This design comes from an exercise in tuning for small area and a short achievable clock period on the open sky130 flow, not from production work. The RTL was checked by simulation tests, not by an equivalence proof against the original design. No activity file was given, so power comes from the tool's default toggle rates.

==> tundra <==
// complex_multiplier
module complex_multiplier
(
	input clk, rst,
	input in_valid,
	input [31:0] x_real, x_imag, y_real, y_imag,
	output out_valid,
	output [31:0] xy_real, xy_imag
);
==> flow/config.mk <==
export PLATFORM = sky130hd
export DESIGN_NAME = complex_multiplier
export DESIGN_NICKNAME = complex_multiplier
export VERILOG_FILES = /design/flow/design.v
export SDC_FILE = /design/flow/constraint.sdc
export NUM_CORES = 8
export LEC_CHECK = 0
export ABC_AREA = 1
export CAP_MARGIN = 20
export CORE_MARGIN = 2
export CORE_UTILIZATION = 55
export CTS_CLUSTER_DIAMETER = 200
export CTS_CLUSTER_SIZE = 18
export SLEW_MARGIN = 20
==> flow/constraint.sdc <==
create_clock -name core_clock -period 21.0 [get_ports {clk}]
set_input_delay 4.2000 -clock core_clock [delete_from_list [all_inputs] [get_ports {clk}]]
set_output_delay 4.2000 -clock core_clock [all_outputs]
set_load 0.01 [all_outputs]
standard.sh (not shown) runs the stock make flow with config.mk's settings and CLKGATE_MAP_FILE= SYNTH_SCRIPT=/design/flow/synth_recipe.tcl, a recipe that flattens the netlist after the stock synthesis.
==> flow/flow/run.sh <==
#!/bin/bash
# Layout flow: the standard layout (standard.sh, unchanged synthesis and
# ORFS steps), except that the buffers ORFS puts on the input and output ports
# at global placement are sky130_fd_sc_hd__buf_4 rather than the buffer it
# picks by default (sky130_fd_sc_hd__clkdlybuf4s50_1, a slow delay cell).
# make's full output goes to standard.log here; each ORFS step keeps its own
# log under orfs/logs/.
set -euo pipefail
bash standard.sh "BUFFER_PORTS_ARGS=-buffer_cell sky130_fd_sc_hd__buf_4" finish > standard.log 2>&1
==> fjord: changes against tundra <==
--- a/flow/design.v
+++ b/flow/design.v
@@ -145,47 +145,41 @@
 endmodule
 module pipelined_fpu_mul_eff
 (
 	input clk,
 	input [31:0] a, b,
 	input a_h, b_h,			 
+	input a_nan, a_inf, a_0,	 
+	input b_nan, b_inf, b_0,
+	input [4:0] a_lz, b_lz,		 
 	input [12:0] b_one, b_two,
 	output [31:0] s
 );
 	wire [7:0] ea = a[30:23];
 	wire [7:0] eb = b[30:23];
 	wire a_expo_is_00 = ~a_h;
 	wire b_expo_is_00 = ~b_h;
-	wire a_expo_is_ff = &ea;
-	wire b_expo_is_ff = &eb;
-	wire a_frac_is_00 = ~|a[22:0];
-	wire b_frac_is_00 = ~|b[22:0];
-	wire a_is_inf = a_expo_is_ff & a_frac_is_00;
-	wire a_is_nan = a_expo_is_ff & ~a_frac_is_00;
-	wire a_is_0 = a_expo_is_00 & a_frac_is_00;
-	wire b_is_inf = b_expo_is_ff & b_frac_is_00;
-	wire b_is_nan = b_expo_is_ff & ~b_frac_is_00;
-	wire b_is_0 = b_expo_is_00 & b_frac_is_00;
-	wire is_nan = a_is_nan | b_is_nan | (a_is_inf & b_is_0) | (b_is_inf & a_is_0);
-	wire is_inf = a_is_inf | b_is_inf;
-	wire [21:0] nan_frac = (a[21:0] > b[21:0]) ? a[21:0] : b[21:0];
+	wire is_nan = a_nan | b_nan | (a_inf & b_0) | (b_inf & a_0);
+	wire is_inf = a_inf | b_inf;
+	wire nan_a = (a[21:0] > b[21:0]);
 	wire [23:0] a_frac24 = {~a_expo_is_00, a[22:0]};
 	wire [23:0] b_frac24 = {~b_expo_is_00, b[22:0]};
 	wire [12:0] b_neg = {1'b0, b_frac24[23], b_frac24[21], b_frac24[19], b_frac24[17], b_frac24[15],
 		b_frac24[13], b_frac24[11], b_frac24[9], b_frac24[7], b_frac24[5], b_frac24[3], b_frac24[1]};
 	wire [47:0] ra, rb;
 	mant_mul24 mm(.x(a_frac24), .one(b_one), .two(b_two), .neg(b_neg), .ra(ra), .rb(rb));
 	wire [8:0] S = {1'b0, ea[7:1], ea[0] | a_expo_is_00} + {1'b0, eb[7:1], eb[0] | b_expo_is_00};
-	wire [5:0] lzs = lzc24(a_frac24) + lzc24(b_frac24);
+	wire [5:0] lzs = a_lz + b_lz;
 	reg [47:0] ra_q, rb_q;
 	reg [8:0] S_q;
 	reg [5:0] lzs_q;
-	reg sign_q, nan_q, inf_q;
+	reg sign_q, nan_q, inf_q, nan_a_q;
 	always @(posedge clk) begin
-		ra_q <= ~{ra[47:22], is_nan ? nan_frac : ra[21:0]};
-		rb_q <= ~{rb[47:22], is_nan ? 22'h0 : rb[21:0]};
+		ra_q <= ~{is_nan ? a[21:0] : ra[47:26], ra[25:0]};
+		rb_q <= ~{is_nan ? b[21:0] : rb[47:26], rb[25:0]};
+		nan_a_q <= nan_a;
 		S_q <= S;
 		lzs_q <= lzs;
 		sign_q <= a[31] ^ b[31];
 		nan_q <= is_nan;
 		inf_q <= is_inf;
 	end
@@ -203,13 +197,13 @@
 	wire fA2 = L0 & (S_q < 9'd126);
 	reg [47:0] z_q;
 	reg [6:0] r_q;
 	reg [8:0] Eb_q;
 	reg fA1_q, fA2_q, sign_q2, nan_q2, inf_q2;
 	always @(posedge clk) begin
-		z_q <= z;
+		z_q <= {z[47:22], ~(nan_q ? (nan_a_q ? ra_q[47:26] : rb_q[47:26]) : nz[21:0])};
 		r_q <= r;
 		Eb_q <= Eb;
 		fA1_q <= fA1;
 		fA2_q <= fA2;
 		sign_q2 <= sign_q;
 		nan_q2 <= nan_q;
@@ -243,45 +237,12 @@
 		else if (overflow | inf_q3)
 			prod <= {sign_q3, 8'hff, 23'h0};
 		else
 			prod <= {sign_q3, exp1[7:0], frac_round[22:0]};
 	end
 	assign s = prod;
-	function [4:0] lzc24;
-		input [23:0] v;
-		reg [31:0] w;
-		reg [15:0] z1;
-		reg [15:0] c1;
-		reg [7:0] z2;
-		reg [15:0] c2;
-		reg [3:0] z3;
-		reg [11:0] c3;
-		reg [1:0] z4;
-		reg [7:0] c4;
-		integer g;
-		begin
-			w = {v, 8'hff};
-			for (g = 0; g < 16; g = g + 1) begin
-				z1[g] = ~(w[2*g+1] | w[2*g]);
-				c1[g] = ~w[2*g+1];
-			end
-			for (g = 0; g < 8; g = g + 1) begin
-				z2[g] = z1[2*g+1] & z1[2*g];
-				c2[2*g +: 2] = z1[2*g+1] ? {1'b1, c1[2*g]} : {1'b0, c1[2*g+1]};
-			end
-			for (g = 0; g < 4; g = g + 1) begin
-				z3[g] = z2[2*g+1] & z2[2*g];
-				c3[3*g +: 3] = z2[2*g+1] ? {1'b1, c2[2*(2*g) +: 2]} : {1'b0, c2[2*(2*g+1) +: 2]};
-			end
-			for (g = 0; g < 2; g = g + 1) begin
-				z4[g] = z3[2*g+1] & z3[2*g];
-				c4[4*g +: 4] = z3[2*g+1] ? {1'b1, c3[3*(2*g) +: 3]} : {1'b0, c3[3*(2*g+1) +: 3]};
-			end
-			lzc24 = z4[1] ? {1'b1, c4[3:0]} : {1'b0, c4[7:4]};
-		end
-	endfunction
 endmodule
 module mant_mul24(input [23:0] x, input [12:0] one, input [12:0] two, input [12:0] neg, output [47:0] ra, output [47:0] rb);
 wire pp1;
 wire pp2;
 wire pp3;
 wire pp4;
@@ -3037,50 +2998,113 @@
 			valid_pipe <= 9'b0;
 		else
 			valid_pipe <= {valid_pipe[7:0], in_valid};
 	end
 	assign out_valid = valid_pipe[8];
 	reg [31:0] xr, xi, yr, yi;
-	reg xr_h, xi_h, yr_h, yi_h;		 
-	reg [12:0] yr_one, yr_two, yi_one, yi_two;
+	reg xr_h, xi_h, yr_h, yi_h;
+	reg xr_nan, xi_nan, yr_nan, yi_nan;
+	reg xr_inf, xi_inf, yr_inf, yi_inf;
+	reg xr_0, xi_0, yr_0, yi_0;
+	reg [4:0] xr_lz, xi_lz, yr_lz, yi_lz;
+	reg [12:0] yr_one, yr_two, yi_one, yi_two;	 
 	always @(posedge clk) begin
 		xr <= x_real;
 		xi <= x_imag;
 		yr <= y_real;
 		yi <= y_imag;
 		xr_h <= |x_real[30:23];
 		xi_h <= |x_imag[30:23];
 		yr_h <= |y_real[30:23];
 		yi_h <= |y_imag[30:23];
-		yr_one <= booth_one(y_real);
-		yr_two <= booth_two(y_real);
-		yi_one <= booth_one(y_imag);
-		yi_two <= booth_two(y_imag);
+		yr_one <= booth_one({|y_real[30:23], y_real[22:0]});
+		yr_two <= booth_two({|y_real[30:23], y_real[22:0]});
+		yi_one <= booth_one({|y_imag[30:23], y_imag[22:0]});
+		yi_two <= booth_two({|y_imag[30:23], y_imag[22:0]});
+		{xr_nan, xr_inf, xr_0, xr_lz} <= classify(x_real);
+		{xi_nan, xi_inf, xi_0, xi_lz} <= classify(x_imag);
+		{yr_nan, yr_inf, yr_0, yr_lz} <= classify(y_real);
+		{yi_nan, yi_inf, yi_0, yi_lz} <= classify(y_imag);
 	end
 	wire [31:0] rr, ri, ir, ii;
-	pipelined_fpu_mul_eff mrr(.clk(clk), .a(xr), .a_h(xr_h), .b(yr), .b_h(yr_h), .b_one(yr_one), .b_two(yr_two), .s(rr));
-	pipelined_fpu_mul_eff mri(.clk(clk), .a(xr), .a_h(xr_h), .b(yi), .b_h(yi_h), .b_one(yi_one), .b_two(yi_two), .s(ri));
-	pipelined_fpu_mul_eff mir(.clk(clk), .a(xi), .a_h(xi_h), .b(yr), .b_h(yr_h), .b_one(yr_one), .b_two(yr_two), .s(ir));
-	pipelined_fpu_mul_eff mii(.clk(clk), .a(xi), .a_h(xi_h), .b(yi), .b_h(yi_h), .b_one(yi_one), .b_two(yi_two), .s(ii));
+	pipelined_fpu_mul_eff mrr(.clk(clk),
+		.a_nan(xr_nan), .a_inf(xr_inf), .a_0(xr_0), .a_lz(xr_lz),
+		.b_nan(yr_nan), .b_inf(yr_inf), .b_0(yr_0), .b_lz(yr_lz),
+		.a(xr), .a_h(xr_h), .b(yr), .b_h(yr_h), .b_one(yr_one), .b_two(yr_two), .s(rr));
+	pipelined_fpu_mul_eff mri(.clk(clk),
+		.a_nan(xr_nan), .a_inf(xr_inf), .a_0(xr_0), .a_lz(xr_lz),
+		.b_nan(yi_nan), .b_inf(yi_inf), .b_0(yi_0), .b_lz(yi_lz),
+		.a(xr), .a_h(xr_h), .b(yi), .b_h(yi_h), .b_one(yi_one), .b_two(yi_two), .s(ri));
+	pipelined_fpu_mul_eff mir(.clk(clk),
+		.a_nan(xi_nan), .a_inf(xi_inf), .a_0(xi_0), .a_lz(xi_lz),
+		.b_nan(yr_nan), .b_inf(yr_inf), .b_0(yr_0), .b_lz(yr_lz),
+		.a(xi), .a_h(xi_h), .b(yr), .b_h(yr_h), .b_one(yr_one), .b_two(yr_two), .s(ir));
+	pipelined_fpu_mul_eff mii(.clk(clk),
+		.a_nan(xi_nan), .a_inf(xi_inf), .a_0(xi_0), .a_lz(xi_lz),
+		.b_nan(yi_nan), .b_inf(yi_inf), .b_0(yi_0), .b_lz(yi_lz),
+		.a(xi), .a_h(xi_h), .b(yi), .b_h(yi_h), .b_one(yi_one), .b_two(yi_two), .s(ii));
 	fpu_adder realpart(.clk(clk), .a_d(rr), .b_d(ii), .sub(1'b1), .s(xy_real));
 	fpu_adder imagpart(.clk(clk), .a_d(ri), .b_d(ir), .sub(1'b0), .s(xy_imag));
-	function [25:0] booth_digits;
+	function [7:0] classify;
 		input [31:0] f;
+		reg e00, eff, f00;
+		begin
+			e00 = ~|f[30:23];
+			eff = &f[30:23];
+			f00 = ~|f[22:0];
+			classify = {eff & ~f00, eff & f00, e00 & f00, lzc24({~e00, f[22:0]})};
+		end
+	endfunction
+	function [4:0] lzc24;
+		input [23:0] v;
+		reg [31:0] w;
+		reg [15:0] z1;
+		reg [15:0] c1;
+		reg [7:0] z2;
+		reg [15:0] c2;
+		reg [3:0] z3;
+		reg [11:0] c3;
+		reg [1:0] z4;
+		reg [7:0] c4;
+		integer g;
+		begin
+			w = {v, 8'hff};
+			for (g = 0; g < 16; g = g + 1) begin
+				z1[g] = ~(w[2*g+1] | w[2*g]);
+				c1[g] = ~w[2*g+1];
+			end
+			for (g = 0; g < 8; g = g + 1) begin
+				z2[g] = z1[2*g+1] & z1[2*g];
+				c2[2*g +: 2] = z1[2*g+1] ? {1'b1, c1[2*g]} : {1'b0, c1[2*g+1]};
+			end
+			for (g = 0; g < 4; g = g + 1) begin
+				z3[g] = z2[2*g+1] & z2[2*g];
+				c3[3*g +: 3] = z2[2*g+1] ? {1'b1, c2[2*(2*g) +: 2]} : {1'b0, c2[2*(2*g+1) +: 2]};
+			end
+			for (g = 0; g < 2; g = g + 1) begin
+				z4[g] = z3[2*g+1] & z3[2*g];
+				c4[4*g +: 4] = z3[2*g+1] ? {1'b1, c3[3*(2*g) +: 3]} : {1'b0, c3[3*(2*g+1) +: 3]};
+			end
+			lzc24 = z4[1] ? {1'b1, c4[3:0]} : {1'b0, c4[7:4]};
+		end
+	endfunction
+	function [25:0] booth_digits;
+		input [23:0] f;
 		reg [26:0] m;
 		integer i;
 		begin
-			m = {2'b00, |f[30:23], f[22:0], 1'b0};
+			m = {2'b00, f, 1'b0};
 			for (i = 0; i < 13; i = i + 1) begin
 				booth_digits[i] = m[2*i+1] ^ m[2*i];
 				booth_digits[13+i] = (m[2*i+2] & ~m[2*i+1] & ~m[2*i]) | (~m[2*i+2] & m[2*i+1] & m[2*i]);
 			end
 		end
 	endfunction
 	function [12:0] booth_one;
-		input [31:0] f;
+		input [23:0] f;
 		booth_one = booth_digits(f) >> 0;
 	endfunction
 	function [12:0] booth_two;
-		input [31:0] f;
+		input [23:0] f;
 		booth_two = booth_digits(f) >> 13;
 	endfunction
 endmodule
==> flow/flow/run.sh (replaced) <==
#!/bin/bash
# Layout flow: the standard layout (standard.sh: unchanged synthesis and
# ORFS steps, the design's SDC and clock period) with two ORFS settings given
# to make on its command line:
#  - BUFFER_PORTS_ARGS: the buffers ORFS puts on the input and output ports at
#    global placement are sky130_fd_sc_hd__buf_4 rather than the buffer it
#    picks by default (sky130_fd_sc_hd__clkdlybuf4s50_1, a slow delay cell);
#  - SETUP_SLACK_MARGIN: ORFS's repair_timing steps (after CTS and after global
#    routing) aim for 15.8 ns of setup slack instead of 0, so they also size
#    and buffer the slowest register-to-register paths (the clock period and
#    constraints are unchanged).
# make's full output goes to standard.log here; each ORFS step keeps its own
# log under orfs/logs/.
set -euo pipefail
bash standard.sh \
  "BUFFER_PORTS_ARGS=-buffer_cell sky130_fd_sc_hd__buf_4" \
  "SETUP_SLACK_MARGIN=15.8" \
  finish > standard.log 2>&1
--- a/flow/config.mk
+++ b/flow/config.mk
@@ -5,10 +5,10 @@
 export SDC_FILE = /design/flow/constraint.sdc
 export NUM_CORES = 8
 export LEC_CHECK = 0
 export ABC_AREA = 1
 export CAP_MARGIN = 20
 export CORE_MARGIN = 2
-export CORE_UTILIZATION = 55
+export CORE_UTILIZATION = 62
 export CTS_CLUSTER_DIAMETER = 200
 export CTS_CLUSTER_SIZE = 18
 export SLEW_MARGIN = 20
==> cedar: changes against tundra <==
--- a/flow/design.v
+++ b/flow/design.v
@@ -164,28 +164,29 @@
 	wire a_is_0 = a_expo_is_00 & a_frac_is_00;
 	wire b_is_inf = b_expo_is_ff & b_frac_is_00;
 	wire b_is_nan = b_expo_is_ff & ~b_frac_is_00;
 	wire b_is_0 = b_expo_is_00 & b_frac_is_00;
 	wire is_nan = a_is_nan | b_is_nan | (a_is_inf & b_is_0) | (b_is_inf & a_is_0);
 	wire is_inf = a_is_inf | b_is_inf;
-	wire [21:0] nan_frac = (a[21:0] > b[21:0]) ? a[21:0] : b[21:0];
+	wire nan_a = (a[21:0] > b[21:0]);
 	wire [23:0] a_frac24 = {~a_expo_is_00, a[22:0]};
 	wire [23:0] b_frac24 = {~b_expo_is_00, b[22:0]};
 	wire [12:0] b_neg = {1'b0, b_frac24[23], b_frac24[21], b_frac24[19], b_frac24[17], b_frac24[15],
 		b_frac24[13], b_frac24[11], b_frac24[9], b_frac24[7], b_frac24[5], b_frac24[3], b_frac24[1]};
 	wire [47:0] ra, rb;
 	mant_mul24 mm(.x(a_frac24), .one(b_one), .two(b_two), .neg(b_neg), .ra(ra), .rb(rb));
 	wire [8:0] S = {1'b0, ea[7:1], ea[0] | a_expo_is_00} + {1'b0, eb[7:1], eb[0] | b_expo_is_00};
 	wire [5:0] lzs = lzc24(a_frac24) + lzc24(b_frac24);
 	reg [47:0] ra_q, rb_q;
 	reg [8:0] S_q;
 	reg [5:0] lzs_q;
-	reg sign_q, nan_q, inf_q;
+	reg sign_q, nan_q, inf_q, nan_a_q;
 	always @(posedge clk) begin
-		ra_q <= ~{ra[47:22], is_nan ? nan_frac : ra[21:0]};
-		rb_q <= ~{rb[47:22], is_nan ? 22'h0 : rb[21:0]};
+		ra_q <= ~{ra[47:22], is_nan ? a[21:0] : ra[21:0]};
+		rb_q <= ~{rb[47:22], is_nan ? b[21:0] : rb[21:0]};
+		nan_a_q <= nan_a;
 		S_q <= S;
 		lzs_q <= lzs;
 		sign_q <= a[31] ^ b[31];
 		nan_q <= is_nan;
 		inf_q <= is_inf;
 	end
@@ -203,13 +204,13 @@
 	wire fA2 = L0 & (S_q < 9'd126);
 	reg [47:0] z_q;
 	reg [6:0] r_q;
 	reg [8:0] Eb_q;
 	reg fA1_q, fA2_q, sign_q2, nan_q2, inf_q2;
 	always @(posedge clk) begin
-		z_q <= z;
+		z_q <= {z[47:22], ~(nan_q ? (nan_a_q ? ra_q[21:0] : rb_q[21:0]) : nz[21:0])};
 		r_q <= r;
 		Eb_q <= Eb;
 		fA1_q <= fA1;
 		fA2_q <= fA2;
 		sign_q2 <= sign_q;
 		nan_q2 <= nan_q;
==> flow/flow/run.sh (replaced) <==
#!/bin/bash
# Layout flow: the standard layout (standard.sh: unchanged synthesis and
# ORFS steps, the design's SDC and clock period) with two ORFS settings given
# to make on its command line:
#  - BUFFER_PORTS_ARGS: the buffers ORFS puts on the input and output ports at
#    global placement are sky130_fd_sc_hd__buf_4 rather than the buffer it
#    picks by default (sky130_fd_sc_hd__clkdlybuf4s50_1, a slow delay cell);
#  - SETUP_SLACK_MARGIN: ORFS's repair_timing steps (after CTS and after global
#    routing) aim for 15.65 ns of setup slack instead of 0, so they also size
#    and buffer the slowest register-to-register paths (the clock period and
#    constraints are unchanged).
# make's full output goes to standard.log here; each ORFS step keeps its own
# log under orfs/logs/.
set -euo pipefail
bash standard.sh \
  "BUFFER_PORTS_ARGS=-buffer_cell sky130_fd_sc_hd__buf_4" \
  "SETUP_SLACK_MARGIN=15.65" \
  finish > standard.log 2>&1
--- a/flow/config.mk
+++ b/flow/config.mk
@@ -5,10 +5,10 @@
 export SDC_FILE = /design/flow/constraint.sdc
 export NUM_CORES = 8
 export LEC_CHECK = 0
 export ABC_AREA = 1
 export CAP_MARGIN = 20
 export CORE_MARGIN = 2
-export CORE_UTILIZATION = 55
+export CORE_UTILIZATION = 62
 export CTS_CLUSTER_DIAMETER = 200
 export CTS_CLUSTER_SIZE = 18
 export SLEW_MARGIN = 20
==> results.txt <==
- Buffers outside the clock class: 466
- Synth Area in Adders: 23.07%
- Tot Pwr: 25.44 mW
- Largest net degree at the start of global routing: 106
- Die Height: 467.5 um
- Clk slew on worst S/H paths: 0.08 ns
- Setup crit end kind: primary output
- Seq pwr: 5.68 mW
- Via count: 125,195
- Worst Hold Path EP: imagpart.nan_q2
- Footprint of the multi-input gates: ~90,000 um2
- Outcome: no timing/DRC/antenna violations
- GR Util All Layers: 45.85%
- Largest delay share family, worst path: flip-flops
- Clock skew: ~0.065 ns
-- figures above: fjord

==> results.txt <==
- Outcome: no timing/DRC/antenna violations
- Tot Pwr: approximately 24 mW
- Buffers outside the clock class: 442
- Via count: 124,041
- GR Util All Layers: between 40% and 50%
- Worst Hold Path EP: realpart.inf_q
- Setup crit end kind: primary output
- Die Height: 466.0 um
-- figures above: cedar

==> results.txt <==
- Outcome: no timing/DRC/antenna violations
- Via count: around 120k
- Tot Pwr: 24.40 mW
- Footprint of the multi-input gates: 88,990 um2
- Setup crit end kind: flip-flop
- GR Util All Layers: 41.25%
- Synth Area in Adders: 23.44%
- Clk slew on worst S/H paths: about 0.090 ns
- Largest net degree at the start of global routing: about 110
- Largest delay share family, worst path: compound AO/OA/AOI/OAI gates
- Seq pwr: 5.44 mW
- Buffers outside the clock class: 430
- Worst Hold Path EP: mii.inf_q2
- Clock skew: 0.09703 ns
-- figures above: tundra

[port drivers added, routing unchanged]
The results above use ideal ports. As a check the final layouts listed here were re-extracted and re-timed, cells and wires unchanged. Step 1: set_driving_cell puts a clkbuf_16 on clk and a buf_2 on each other input, an assumption about the parent block. Step 2 adds t to the input delays and takes it off the output delays; t is the mean of the earliest and latest rising clock arrival at the registers after step 1. Input paths then give back, and output paths get back, about the clock's delay inside the block. a / b / c = ideal / step 1 / step 2; a / b = the first two.
| run | t, ns | slack for setup (ns) | worst setup path after step 2 | worst slew at a driven data input, ns |
|---|---|---|---|---|
| tundra | 0.928 | 15.422 / 15.422 / 15.422 | register to register | 0.18 |
| fjord | 0.904 | 15.570 / 15.460 / 15.089 | input to register | 0.19 |
| cedar | 0.905 | 15.563 / 15.459 / 15.501 | input to register | 0.15 |
After both steps every run listed still meets setup and hold. For fjord, which loses most, drivers alone change the setup slack by -0.110 ns; drivers and shift together by -0.481 ns.
